Source: an optimization exercise on an open RTL-to-GDS flow (aim: small area and a short achievable clock period). Production flows keep margins and buffers that such runs may drop.
RTL that was checked went through simulation tests only; none was proved equivalent to the original.
No activity file was given, so power comes from the tool's default toggle rates. The clock port is modelled as an ideal driver; clocking choices that lean on that would not hold on a real chip.

==> flow/design.v (excerpt) <==
module bist #(
    parameter size   = 6,
    parameter length = 8,
    parameter AOI3   = 1       
) (
    input  logic             clk,
    input  logic             rst,
    input  logic             start,
    input  logic             csin,
    input  logic             rwbarin,
    input  logic             opr,
    input  logic [size-1:0]  address,
    input  logic [length-1:0] datain,
    output logic [length-1:0] dataout,
    output logic              fail
);
Size: about 1100 cells after synthesis, ~530 flip-flops, about 29 I/O pins, ~20000 µm² of cells after synthesis.
export LEC_CHECK = 0
export CAP_MARGIN = 20
export CORE_MARGIN = 2
export CORE_UTILIZATION = 40
export SETUP_SLACK_MARGIN = 2.9
export SLEW_MARGIN = 20
export SYNTH_HIERARCHICAL = 1
create_clock -name core_clock -period 5.5 [get_ports {clk}]
standard.sh (not shown) runs the stock make flow with config.mk's settings and CLKGATE_MAP_FILE= SYNTH_SCRIPT=/design/flow/synth_recipe.tcl, a recipe that flattens the netlist after the stock synthesis.
==> flow/flow/run.sh <==
#!/bin/bash
# The standard layout (standard.sh), with plain buffers on the ports instead of
# the delay cells buffer_ports picks by default, and no dummy clock loads in CTS.
set -euo pipefail
export BUFFER_PORTS_ARGS="-buffer_cell sky130_fd_sc_hd__buf_2"
export CTS_ARGS="-sink_clustering_enable -repair_clock_nets -sink_clustering_size 30 -sink_clustering_max_diameter 100 -dont_use_dummy_load"
bash standard.sh > standard.log 2>&1
Then changed:
==> flow/run.sh (new file) <==
#!/bin/bash
# synth_recipe.tcl (not shown) runs the flow's synth.tcl, then flattens the netlist and writes it again
# the make line also repeats each setting of config.mk as NAME=value (left out here)
make -C /OpenROAD-flow-scripts/flow DESIGN_CONFIG=/design/flow/config.mk WORK_HOME=/design/flow/orfs CLKGATE_MAP_FILE= SYNTH_SCRIPT=/design/flow/synth_recipe.tcl finish
CORE_UTILIZATION = 50   (was 40)
CTS_CLUSTER_DIAMETER = 100   (was not set)
CTS_CLUSTER_SIZE = 30   (was not set)
PLACE_DENSITY = 0.65   (was not set)
SETUP_SLACK_MARGIN = 2.7   (was 2.9)
removed: flow/flow/run.sh
removed: flow/standard.sh
Cell count drops by a few percent.
Via count drops slightly.
Total power barely changes.
Then changed:
CORE_UTILIZATION = 40   (was 50)
PLACE_DENSITY = not set   (was 0.65)
After rerunning: The changed run finished clean. Cell area goes down slightly. Register-to-register slack degrades by 0.06 ns. Setup slack degrades by 0.039 ns. Clock skew goes up by 0.011 ns. Cell count goes up by a few percent. Die area goes up by a quarter to a third. Wire length goes up by a little under a tenth. Fmax goes down slightly. Sequential power hardly moves. Total power goes up slightly.
Then changed:
==> flow/flow/run.sh (new file) <==
#!/bin/bash
# The standard layout (standard.sh), with plain buffers on the ports instead of
# the delay cells buffer_ports picks by default, and no dummy clock loads in CTS.
set -euo pipefail
export BUFFER_PORTS_ARGS="-buffer_cell sky130_fd_sc_hd__buf_2"
export CTS_ARGS="-sink_clustering_enable -repair_clock_nets -sink_clustering_size 30 -sink_clustering_max_diameter 100 -dont_use_dummy_load"
bash standard.sh > standard.log 2>&1
==> flow/standard.sh (new file) <==
#!/bin/bash
# synth_recipe.tcl (not shown) runs the flow's synth.tcl, then flattens the netlist and writes it again
# the make line also repeats each setting of config.mk as NAME=value (left out here)
make -C /OpenROAD-flow-scripts/flow DESIGN_CONFIG=/design/flow/config.mk WORK_HOME=/design/flow/orfs CLKGATE_MAP_FILE= SYNTH_SCRIPT=/design/flow/synth_recipe.tcl "${@:-finish}"
CTS_CLUSTER_DIAMETER = not set   (was 100)
CTS_CLUSTER_SIZE = not set   (was 30)
removed: flow/run.sh
=> The new run completed with no timing, DRC or antenna violations. Worst setup slack gets worse by 0.15 ns. Cell area hardly moves. Via count shrinks by about 2%. Utilization rose by 0.13 points. Global-route usage decreases by 1.3 points. Critical path depth increases by 3. Total power fell by 1.6%. Hold slack is better by 0.016 ns. Cell count barely changes.

========
bist, a different RTL version from the one above (not shown whole).
Size: ~1300 cells after synthesis, about 530 flip-flops, roughly 29 I/O pins, ~20000 um^2 of cells after synthesis.
make LEC_CHECK=0 CAP_MARGIN=20 CORE_MARGIN=2 CORE_UTILIZATION=40 CTS_CLUSTER_DIAMETER=100 CTS_CLUSTER_SIZE=30 SETUP_SLACK_MARGIN=2.7 SLEW_MARGIN=20 SYNTH_HIERARCHICAL=1 finish   # period 5.5 ns
run.sh (not shown) runs the stock make flow with config.mk's settings and CLKGATE_MAP_FILE= SYNTH_SCRIPT=/design/flow/synth_recipe.tcl, a recipe that flattens the netlist after the stock synthesis.
Stock flow here: none of the scripts above is used.
Rerun with:
==> flow/flow/run.sh (new file) <==
#!/bin/bash
# The standard layout (standard.sh), with plain buffers on the ports instead of
# the delay cells buffer_ports picks by default, and no dummy clock loads in CTS.
set -euo pipefail
export BUFFER_PORTS_ARGS="-buffer_cell sky130_fd_sc_hd__buf_2"
export CTS_ARGS="-sink_clustering_enable -repair_clock_nets -sink_clustering_size 30 -sink_clustering_max_diameter 100 -dont_use_dummy_load"
bash standard.sh > standard.log 2>&1
==> flow/standard.sh (new file) <==
#!/bin/bash
# synth_recipe.tcl (not shown) runs the flow's synth.tcl, then flattens the netlist and writes it again
# the make line also repeats each setting of config.mk as NAME=value (left out here)
make -C /OpenROAD-flow-scripts/flow DESIGN_CONFIG=/design/flow/config.mk WORK_HOME=/design/flow/orfs CLKGATE_MAP_FILE= SYNTH_SCRIPT=/design/flow/synth_recipe.tcl "${@:-finish}"
CORE_UTILIZATION = 50   (was 40)
CTS_CLUSTER_DIAMETER = default   (was 100)
CTS_CLUSTER_SIZE = default   (was 30)
PLACE_DENSITY = 0.65   (was default)
SETUP_SLACK_MARGIN = 3.0   (was 2.7)
TNS_END_PERCENT = 10   (was default)
removed: flow/run.sh
=> Global-route usage grows by 5.4 points. Design area grows slightly. Worst setup slack improved by 0.072 ns. Power shrinks slightly. Core utilization grows by 12 points. Routed wire length grows slightly. Non-clock buffer count grows by 18. Clock power shrinks by a few percent. Count of clock-buffer cells in the layout shrinks by 14. Worst hold slack improved by 0.022 ns.
Rerun with:
--- a/flow/flow/run.sh
+++ b/flow/flow/run.sh
@@ -6,2 +6,3 @@
 export CTS_ARGS="-sink_clustering_enable -repair_clock_nets -sink_clustering_size 30 -sink_clustering_max_diameter 100 -dont_use_dummy_load"
+export RECOVER_POWER=100
 bash standard.sh > standard.log 2>&1
SETUP_SLACK_MARGIN = 2.9   (was 3.0)
TNS_END_PERCENT = default   (was 10)
The changed run completed, yet does not pass: capacitance limit, slew limit.
Routed wire length went down by 3.0%.
Power went down by 1.7%.
Final cell count went down by 0.71%.
Clock skew went down by 0.013 ns.
Final area went down by 4.8%.
Sequential share of layout area went up by 3.4 points.
Rerun with:
--- a/flow/flow/run.sh
+++ b/flow/flow/run.sh
@@ -6,3 +6,2 @@
 export CTS_ARGS="-sink_clustering_enable -repair_clock_nets -sink_clustering_size 30 -sink_clustering_max_diameter 100 -dont_use_dummy_load"
-export RECOVER_POWER=100
 bash standard.sh > standard.log 2>&1
SETUP_SLACK_MARGIN = 2.8   (was 2.9)
What happened:
- The changed run finished with timing, DRC and antenna clean
- register-to-register slack gets better by 0.95 ns
- critical path depth went up by 11
- synthesized cell count does not change
- design area is higher by 4.6%
- wire length stays flat
- non-clock buffer count grows by 19
- clock skew went down by 0.0045 ns
- total power rose by 0.88%
- worst setup slack gains 0.95 ns
- via count went up by 0.75%
Rerun with:
CORE_UTILIZATION = 60   (was 50)
PLACE_DENSITY = 0.7   (was 0.65)
SETUP_SLACK_MARGIN = 2.9   (was 2.8)
Non-clock buffer count goes up by 10.
Via count goes up by 4.7%.
Synthesized area does not change.
First-iteration DRC count goes up by 2.7%.
Die area goes down by 16%.
Setup slack gains 0.040 ns.
Design area goes up by 1.6%.
Routed wire length goes up by 5.7%.
Rerun with:
CORE_UTILIZATION = 40   (was 60)
PLACE_DENSITY = default   (was 0.7)
Result:
- combinational power goes down by about 3%
- total power hardly moves
- cell area is about the same
- synthesized cell count does not change
- area after synthesis is unchanged
- via count goes down by about 5%
- routed wire length goes down by 1.9%
- count of clock-buffer cells in the layout is unchanged
- clock power stays flat

========
Another version of the RTL of bist (not shown whole).
Size: roughly 1300 cells after synthesis, about 530 flip-flops, about 29 I/O pins, ~20000 um^2 of cells after synthesis.
## bist
module bist #(
    parameter size   = 6,
    parameter length = 8
) (
    input  logic             clk,
    input  logic             rst,
    input  logic             start,
    input  logic             csin,
    input  logic             rwbarin,
    input  logic             opr,
    input  logic [size-1:0]  address,
    input  logic [length-1:0] datain,
    output logic [length-1:0] dataout,
    output logic              fail
);
    logic       test, ntest, test_nx;
    logic [9:0] k;
    always_comb begin
        if (rst)
            test_nx = 1'b0;
        else if (!test)
            test_nx = start;
        else
            test_nx = ~&k;
    end
    always_ff @(posedge clk) begin
        test  <= test_nx;
        ntest <= ~test_nx;
        k <= test ? k + 10'd1 : 10'd0;
    end
    logic [7:0] pat;
    pattern pgen (.k(k[9:7]), .pat(pat));
    logic        wr_n, idle_n;
    logic [63:0] rsel_n, we;
    logic [7:0]  din_n;
    decoder dec (
        .test    (test),
        .ntest   (ntest),
        .k       (k[6:0]),
        .csin    (csin),
        .rwbarin (rwbarin),
        .address (address),
        .wr_n    (wr_n),
        .idle_n  (idle_n),
        .rsel_n  (rsel_n),
        .we      (we)
    );
    dinmux dmux (.ntest(ntest), .pat(pat), .datain(datain), .din_n(din_n));
    logic [7:0] mem_n [0:63];
    always_ff @(posedge clk)
        for (int w = 0; w < 64; w++)
            if (we[w])
                mem_n[w] <= din_n;
    logic [7:0] rdata, rdata_n, rdata_nx;
    assign rdata_n = ~rdata;
  ...
export LEC_CHECK = 0
export CAP_MARGIN = 20
export CORE_MARGIN = 2
export CORE_UTILIZATION = 60
export PLACE_DENSITY = 0.7
export SETUP_SLACK_MARGIN = 3.0
export SLEW_MARGIN = 20
export SYNTH_HIERARCHICAL = 1
export TNS_END_PERCENT = 10
create_clock -name core_clock -period 5.5 [get_ports {clk}]
standard.sh (not shown) runs the stock make flow with config.mk's settings and CLKGATE_MAP_FILE= SYNTH_SCRIPT=/design/flow/synth_recipe.tcl, a recipe that flattens the netlist after the stock synthesis.
==> flow/flow/run.sh <==
#!/bin/bash
# The standard layout (standard.sh), with plain buffers on the ports instead of
# the delay cells buffer_ports picks by default, and no dummy clock loads in CTS.
set -euo pipefail
export BUFFER_PORTS_ARGS="-buffer_cell sky130_fd_sc_hd__buf_2"
export CTS_ARGS="-sink_clustering_enable -repair_clock_nets -sink_clustering_size 30 -sink_clustering_max_diameter 100 -dont_use_dummy_load"
bash standard.sh > standard.log 2>&1
The baseline went through all stages and came out clean.
Change:
--- a/flow/config.mk
+++ b/flow/config.mk
@@ -7,8 +7,8 @@
 export LEC_CHECK = 0
-export CAP_MARGIN = 20
+export CAP_MARGIN = 0
 export CORE_MARGIN = 2
-export CORE_UTILIZATION = 60
-export PLACE_DENSITY = 0.7
+export CORE_UTILIZATION = 50
+export PLACE_DENSITY = 0.65
 export SETUP_SLACK_MARGIN = 3.0
-export SLEW_MARGIN = 20
+export SLEW_MARGIN = 0
 export SYNTH_HIERARCHICAL = 1
After rerunning: Combinational power came out lower by 13%. Power came out lower by 0.69%. Core utilization came out lower by 15 points. Worst setup slack degrades by 0.0089 ns. Area after synthesis stays the same. Critical path depth came out lower by 2. Sequential cell count stays the same. Final area came out lower by 4.2%. Wire length came out lower by 3.6%. Global-route usage came out lower by 5.4 points.
Change:
--- a/flow/config.mk
+++ b/flow/config.mk
@@ -7,8 +7,8 @@
 export LEC_CHECK = 0
-export CAP_MARGIN = 0
+export CAP_MARGIN = 20
 export CORE_MARGIN = 2
-export CORE_UTILIZATION = 50
-export PLACE_DENSITY = 0.65
+export CORE_UTILIZATION = 55
+export PLACE_DENSITY = 0.62
 export SETUP_SLACK_MARGIN = 3.0
-export SLEW_MARGIN = 0
+export SLEW_MARGIN = 20
 export SYNTH_HIERARCHICAL = 1
Setup slack stays flat.
Global-route usage went up by 3.1 points.
Non-clock buffer count is lower by 5.
Design area hardly moves.
Clock skew goes up by 0.020 ns.
Wire length went up by 4.4%.
Clock power barely changes.
Flip-flop and latch count does not change.
Change:
--- a/flow/config.mk
+++ b/flow/config.mk
@@ -9,4 +9,4 @@
 export CORE_MARGIN = 2
-export CORE_UTILIZATION = 55
-export PLACE_DENSITY = 0.62
+export CORE_UTILIZATION = 50
+export PLACE_DENSITY = 0.65
 export SETUP_SLACK_MARGIN = 3.0
@@ -14,2 +14,2 @@
 export SYNTH_HIERARCHICAL = 1
-export TNS_END_PERCENT = 10
+export TNS_END_PERCENT = 0
What happened: The changed run ran to the end with no violations; cell count is higher by 2.1%; sequential cell count does not change; non-clock buffer count is lower by 23; sequential power barely changes; clock skew is lower by 0.023 ns; count of clock-buffer cells in the layout stays the same; setup slack is worse by 0.010 ns; wire length is lower by 5.4%; total power is lower by 0.95%; hold slack is better by 0.0046 ns; final area is lower by 2.4%.
Change:
--- a/flow/config.mk
+++ b/flow/config.mk
@@ -14,2 +14,2 @@
 export SYNTH_HIERARCHICAL = 1
-export TNS_END_PERCENT = 0
+export TNS_END_PERCENT = 10
After rerunning:
- wire length hardly moves
- utilization increases by 0.36 points
- final area increases slightly
- die area is unchanged
- count of clock-buffer cells in the layout stays the same
- non-clock buffer count increases by 9
- synthesized area is unchanged
- hold slack gets better by 0.0040 ns
Function was not checked in any run of this note: the RTL went through the layout flow alone.

========
RTL: one of the versions met above, not the one the previous note started from.
For scale: about 530 flip-flops, about 20000 µm² of cells after synthesis.
Settings: LEC_CHECK=0, CAP_MARGIN=20, CORE_MARGIN=2, CORE_UTILIZATION=50, PLACE_DENSITY=0.65, SETUP_SLACK_MARGIN=2.9, SLEW_MARGIN=20, SYNTH_HIERARCHICAL=1; clock period 5.5 ns.
Scripts as last shown in full above: flow/flow/run.sh
==> next run, changes <==
SETUP_SLACK_MARGIN = 3.1   (was 2.9)
Effect:
- worst hold slack improved by 0.045 ns
- final cell count rises by about 3.3%
- first-iteration DRC count rose by about 20%
- synthesized area does not change
- clock-buffer cell count does not change
- die area stays the same
- combinational power climbs by 34%
- setup slack is worse by 0.0035 ns
- sequential share of layout area fell by 6.4 points

========
build 61:
The RTL this note starts from:
==> flow/design.v <==
module mux2i_gate (
    input  logic s,
    input  logic a0,
    input  logic a1,
    output logic y
);
    assign y = ~(s ? a1 : a0);
endmodule
module predecoder (
    input  logic       test,
    input  logic [5:0] k,          
    input  logic [5:0] address,
    input  logic       en,
    output logic [7:0] lo_n,       
    output logic [7:0] hi_n        
);
    logic [5:0] a, a_n;
    for (genvar i = 0; i < 6; i++) begin : g_a
        mux2i_gate m (.s(test), .a0(address[i]), .a1(k[i]), .y(a_n[i]));
        inv_gate   n (.a(a_n[i]), .y(a[i]));
    end
    for (genvar i = 0; i < 8; i++) begin : g_l
        nand3_gate l (
            .a(i[0] ? a[0] : a_n[0]),
            .b(i[1] ? a[1] : a_n[1]),
            .c(i[2] ? a[2] : a_n[2]),
            .y(lo_n[i])
        );
        nand4_gate h (
            .a(en),
            .b(i[0] ? a[3] : a_n[3]),
            .c(i[1] ? a[4] : a_n[4]),
            .d(i[2] ? a[5] : a_n[5]),
            .y(hi_n[i])
        );
    end
endmodule
module rdwr (
    input  logic test,
    input  logic k6,
    input  logic csin,
    input  logic rwbarin,
    output logic rd,
    output logic wr,
    output logic wr_n,     
    output logic idle_n    
);
    assign rd   = test ? k6 : (csin & rwbarin);
    assign wr_n   = test ? k6 : ~(csin & ~rwbarin);
    assign wr   = test ? ~k6 : (csin & ~rwbarin);
    assign idle_n = test | csin;
endmodule
module pattern (
    input  logic [2:0] k,
    output logic [7:0] pat
);
    always_comb begin
        case (k)
            3'd0: pat = 8'hAA;
            3'd1: pat = 8'h55;
            3'd2: pat = 8'hF0;
            3'd3: pat = 8'h0F;
            3'd4: pat = 8'h00;
            3'd5: pat = 8'hFF;
            3'd6: pat = 8'hCC;
            default: pat = 8'h33;
        endcase
    end
endmodule
module dinmux (
    input  logic       test,
    input  logic [7:0] pat,
    input  logic [7:0] datain,
    output logic [7:0] din_n
);
    for (genvar b = 0; b < 8; b++) begin : g_b
        mux2i_gate m (.s(test), .a0(datain[b]), .a1(pat[b]), .y(din_n[b]));
    end
endmodule
module decoder (
    input  logic        test,
    input  logic [6:0]  k,         
    input  logic        csin,
    input  logic        rwbarin,
    input  logic [5:0]  address,
    output logic        wr_n,      
    output logic        idle_n,    
    output logic [63:0] rsel_n,    
    output logic [63:0] we,        
    output logic [63:0] we_n       
);
    logic       rd, wr;
    logic [7:0] lor_n, low_n, hir_n, hiw_n, lor, hir, low, hiw;
    rdwr rw (.test(test), .k6(k[6]), .csin(csin), .rwbarin(rwbarin),
             .rd(rd), .wr(wr), .wr_n(wr_n), .idle_n(idle_n));
    predecoder pr (.test(test), .k(k[5:0]), .address(address), .en(rd),
                   .lo_n(lor_n), .hi_n(hir_n));
    predecoder pw (.test(test), .k(k[5:0]), .address(address), .en(wr),
                   .lo_n(low_n), .hi_n(hiw_n));
    for (genvar i = 0; i < 8; i++) begin : g_i
        inv_gate u_l (.a(lor_n[i]), .y(lor[i]));
        inv_gate u_h (.a(hir_n[i]), .y(hir[i]));
        inv_gate v_l (.a(low_n[i]), .y(low[i]));
        inv_gate v_h (.a(hiw_n[i]), .y(hiw[i]));
    end
    for (genvar w = 0; w < 64; w++) begin : g_w
        nand2_gate u_r (.a(hir[w / 8]), .b(lor[w % 8]), .y(rsel_n[w]));
        nor2_gate u_w (.a(hiw_n[w / 8]), .b(low_n[w % 8]), .y(we[w]));
        nand2_gate v_w (.a(hiw[w / 8]), .b(low[w % 8]), .y(we_n[w]));
    end
endmodule
module nand4_gate (
    input  logic a, b, c, d,
    output logic y
);
    assign y = ~(a & b & c & d);
endmodule
module nand3_gate (
    input  logic a, b, c,
    output logic y
);
    assign y = ~(a & b & c);
endmodule
module nand2_gate (
    input  logic a, b,
    output logic y
);
    assign y = ~(a & b);
endmodule
module nor2_gate (
    input  logic a,
    input  logic b,
    output logic y
);
    assign y = ~(a | b);
endmodule
module ao22_gate (
    input  logic a1, a2, b1, b2,
    output logic y
);
    assign y = (a1 & a2) | (b1 & b2);
endmodule
module oai22_gate (
    input  logic a1, a2, b1, b2,
    output logic y
);
    assign y = ~((a1 | a2) & (b1 | b2));
endmodule
module inv_gate (
    input  logic a,
    output logic y
);
    assign y = ~a;
endmodule
module multiplexer (
    input  logic [63:0] d_n,       
    input  logic [63:0] rsel_n,
    input  logic        din_n,     
    input  logic        wr_n,
    input  logic        q_n,       
    input  logic        idle_n,
    output logic        out
);
    logic [65:0] s_n, v_n;
    assign s_n = {idle_n, wr_n, rsel_n};
    assign v_n = {q_n, din_n, d_n};
    logic [32:0] t;      
    for (genvar i = 0; i < 33; i++) begin : g_t
        oai22_gate u (
            .a1(s_n[2*i]),   .a2(v_n[2*i]),
            .b1(s_n[2*i+1]), .b2(v_n[2*i+1]),
            .y(t[i])
        );
    end
    logic [16:0] x_n;    
    for (genvar i = 0; i < 16; i++) begin : g_x
        nor2_gate g (.a(t[2*i]), .b(t[2*i+1]), .y(x_n[i]));
    end
    inv_gate g_x16 (.a(t[32]), .y(x_n[16]));
    logic [4:0] u;       
    for (genvar i = 0; i < 3; i++) begin : g_u
        nand4_gate g (.a(x_n[4*i]), .b(x_n[4*i+1]), .c(x_n[4*i+2]), .d(x_n[4*i+3]), .y(u[i]));
    end
    nand3_gate g_u3 (.a(x_n[12]), .b(x_n[13]), .c(x_n[14]), .y(u[3]));
    nand2_gate g_u4 (.a(x_n[15]), .b(x_n[16]), .y(u[4]));
    logic [2:0] y_n;     
    nor2_gate g_y0 (.a(u[0]), .b(u[1]), .y(y_n[0]));
    nor2_gate g_y1 (.a(u[2]), .b(u[3]), .y(y_n[1]));
    inv_gate  g_y2 (.a(u[4]), .y(y_n[2]));
    nand3_gate g_out (.a(y_n[0]), .b(y_n[1]), .c(y_n[2]), .y(out));
endmodule
module dout_gate (
    input  logic t,
    input  logic n,
    input  logic csin,
    input  logic rwbarin,
    output logic y
);
    assign y = t | (n & csin & rwbarin);
endmodule
module bist #(
    parameter size   = 6,
    parameter length = 8
) (
    input  logic             clk,
    input  logic             rst,
    input  logic             start,
    input  logic             csin,
    input  logic             rwbarin,
    input  logic             opr,
    input  logic [size-1:0]  address,
    input  logic [length-1:0] datain,
    output logic [length-1:0] dataout,
    output logic              fail
);
    logic       test;
    logic [9:0] k;
    always_ff @(posedge clk) begin
        if (rst)
            test <= 1'b0;
        else if (!test)
            test <= start;
        else if (&k)
            test <= 1'b0;
        k <= test ? k + 10'd1 : 10'd0;
    end
    logic [7:0] pat;
    pattern pgen (.k(k[9:7]), .pat(pat));
    logic        wr_n, idle_n;
    logic [63:0] rsel_n, we, we_n;
    logic [7:0]  din_n;
    decoder dec (
        .test    (test),
        .k       (k[6:0]),
        .csin    (csin),
        .rwbarin (rwbarin),
        .address (address),
        .wr_n    (wr_n),
        .idle_n  (idle_n),
        .rsel_n  (rsel_n),
        .we      (we),
        .we_n    (we_n)
    );
    dinmux dmux (.test(test), .pat(pat), .datain(datain), .din_n(din_n));
    logic [7:0] mem_n [0:63];
    logic [7:0] mem_n_nx [0:63];
    for (genvar w = 0; w < 64; w++) begin : g_m
        for (genvar b = 0; b < 8; b++) begin : g_b
            ao22_gate u (.a1(mem_n[w][b]), .a2(we_n[w]), .b1(din_n[b]), .b2(we[w]),
                         .y(mem_n_nx[w][b]));
        end
    end
    always_ff @(posedge clk)
        for (int w = 0; w < 64; w++)
            mem_n[w] <= mem_n_nx[w];
    logic [7:0] rdata, rdata_n, rdata_nx;
    assign rdata_n = ~rdata;
    for (genvar b = 0; b < 8; b++) begin : g_rd
        logic [63:0] col_n;
        for (genvar w = 0; w < 64; w++) begin : g_w
            assign col_n[w] = mem_n[w][b];
        end
        multiplexer mux (
            .d_n      (col_n),
            .rsel_n   (rsel_n),
            .din_n    (din_n[b]),
            .wr_n     (wr_n),
            .q_n      (rdata_n[b]),
            .idle_n   (idle_n),
            .out      (rdata_nx[b])
        );
    end
    always_ff @(posedge clk)
        rdata <= rdata_nx;
    logic [7:0] rdata_t, rdata_i;
    assign rdata_t = rdata & {8{test & k[6]}};
    assign rdata_i = rdata & {8{~test}};
    for (genvar b = 0; b < 8; b++) begin : g_out
        dout_gate u (.t(rdata_t[b]), .n(rdata_i[b]), .csin(csin), .rwbarin(rwbarin),
                     .y(dataout[b]));
    end
    always_ff @(posedge clk)
        fail <= test && k[6] && opr && (rdata != pat);
endmodule
==> flow/config.mk <==
export PLATFORM = sky130hd
export DESIGN_NAME = bist
export DESIGN_NICKNAME = bist
export VERILOG_FILES = /design/flow/design.v
export SDC_FILE = /design/flow/constraint.sdc
export NUM_CORES = 4
export LEC_CHECK = 0
export CAP_MARGIN = 20
export CORE_MARGIN = 2
export CORE_UTILIZATION = 50
export PLACE_DENSITY = 0.65
export SETUP_SLACK_MARGIN = 3.0
export SLEW_MARGIN = 20
export SYNTH_HIERARCHICAL = 1
export TNS_END_PERCENT = 10
==> flow/constraint.sdc <==
create_clock -name core_clock -period 5.5 [get_ports {clk}]
set_input_delay 1.1000 -clock core_clock [delete_from_list [all_inputs] [get_ports {clk}]]
set_output_delay 1.1000 -clock core_clock [all_outputs]
set_load 0.01 [all_outputs]
==> flow/flow/run.sh <==
#!/bin/bash
# The standard layout (standard.sh), with plain buffers (buf_4) on the ports instead of
# the delay cells buffer_ports picks by default, and no dummy clock loads in CTS.
set -euo pipefail
export BUFFER_PORTS_ARGS="-buffer_cell sky130_fd_sc_hd__buf_4"
export CTS_ARGS="-sink_clustering_enable -repair_clock_nets -sink_clustering_size 30 -sink_clustering_max_diameter 100 -dont_use_dummy_load"
bash standard.sh > standard.log 2>&1
## Diff of input files: build 3 against build 61
==> flow/flow/run.sh <==
#!/bin/bash
# The standard layout (standard.sh), with plain buffers on the ports instead of
# the delay cells buffer_ports picks by default, and no dummy clock loads in CTS.
set -euo pipefail
export BUFFER_PORTS_ARGS="-buffer_cell sky130_fd_sc_hd__buf_2"
export CTS_ARGS="-sink_clustering_enable -repair_clock_nets -sink_clustering_size 30 -sink_clustering_max_diameter 100 -dont_use_dummy_load"
bash standard.sh > standard.log 2>&1
## What came out
- For build 3, the critical path launch point was csin, unlike build 61, where it was rdata[2].
- Delta (build 3 minus build 61): number of maximum-capacitance violations barely changed, area taken by multi-input logic gates dropped 0.87%, final cell count without fillers dropped 13.
- Going from build 61 to build 3, final design utilization decreased 1.0 points, synthesis-to-layout area growth lower.
- Build 3 vs build 61 — cell area power density climbed slightly
- Post-cts repair resize count is lower on build 61
- Comparing build 3 with build 61, the fmax came out essentially unchanged.
Input changes introduced in build 19 (baseline for comparison: build 3):
- SETUP_SLACK_MARGIN changed from 3.0 to 2.95
- TNS_END_PERCENT changed from 10 to 5
When build 19 is measured against build 3, its total vias in the final route turns out 2.5% higher. | number of nets with antenna violations after routing | build 19 vs build 3 | ≈ equal |. Final clock period utilization by the worst path in build 19 is 0.92 points above build 3. The run showing the greater number of cells traversed by the worst register-to-register path is build 3. Reported for build 3 and build 19, synthesized cell count turned out identical to the last digit. Sort build 3 and build 19 by clock insertion delay at the later pin of the skew report, ascending, and build 19 comes first. Diff build 3 -> build 19: routed wire length per instance now larger; placement row count closely matched the old numbers. In terms of sequential power share, build 3 and build 19 differ only marginally. On number of design-rule violations left by the first detailed-router iteration, build 3 and build 19 are neck and neck.

re-timing with driven ports:
The results above use ideal ports. As a check the final layouts listed here were re-extracted and re-timed, cells and wires unchanged.
Step 1: set_driving_cell puts a clkbuf_16 on clk and a buf_2 on each other input, an assumption about the parent block.
Step 2 adds t to the input delays and takes it off the output delays; t is the mean of the earliest and latest rising clock arrival at the registers after step 1. Input paths then give back, and output paths get back, about the clock's delay inside the block.
a / b / c = ideal ports / drivers / drivers and shift; a / b = the first two.
run | t, ns | setup WS [ns] | clock arrival spread, ns
the first run of note 1 | 0.603 | 2.678 / 2.625 / 2.218 | 0.051 / 0.051
the second run of note 1 | 0.594 | 2.689 / 2.714 / 2.120 | 0.019 / 0.018
the third run of note 1 | 0.617 | 2.650 / 2.661 / 2.053 | 0.030 / 0.031
the fourth run of note 1 | 0.604 | 2.501 / 2.501 / 1.940 | 0.042 / 0.042
the first run of note 2 | 0.614 | 2.674 / 2.697 / 2.083 | 0.020 / 0.020
the second run of note 2 | 0.601 | 2.745 / 2.762 / 2.171 | 0.065 / 0.065
the third run of note 2 | 0.599 | 1.686 / 1.686 / 1.686 | 0.030 / 0.030
the fourth run of note 2 | 0.603 | 2.634 / 2.631 / 2.112 | 0.027 / 0.028
the fifth run of note 2 | 0.621 | 2.673 / 2.658 / 2.065 | 0.020 / 0.019
the sixth run of note 2 | 0.608 | 2.736 / 2.721 / 2.120 | 0.030 / 0.030
the first run of note 3 | 0.597 | 2.767 / 2.773 / 2.176 | 0.030 / 0.030
the second run of note 3 | 0.599 | 2.758 / 2.729 / 2.221 | 0.031 / 0.031
the third run of note 3 | 0.598 | 2.756 / 2.732 / 2.271 | 0.051 / 0.050
the fourth run of note 3 | 0.603 | 2.745 / 2.729 / 2.174 | 0.030 / 0.030
the fifth run of note 3 | 0.601 | 2.737 / 2.755 / 2.163 | 0.031 / 0.031
the first run of note 4 | 0.598 | 2.812 / 2.764 / 2.282 | 0.033 / 0.034
the second run of note 4 | 0.599 | 2.808 / 2.732 / 2.244 | 0.013 / 0.013
build 61 | 0.611 | 2.793 / 2.737 / 2.229 | 0.036 / 0.035
build 3 | 0.617 | 2.790 / 2.755 / 2.283 | 0.053 / 0.053
build 19 | 0.610 | 2.739 / 2.682 / 2.274 | 0.032 / 0.032
For the sixth run of note 2, which loses most, drivers alone change the setup slack by -0.015 ns; drivers and shift together by -0.616 ns.
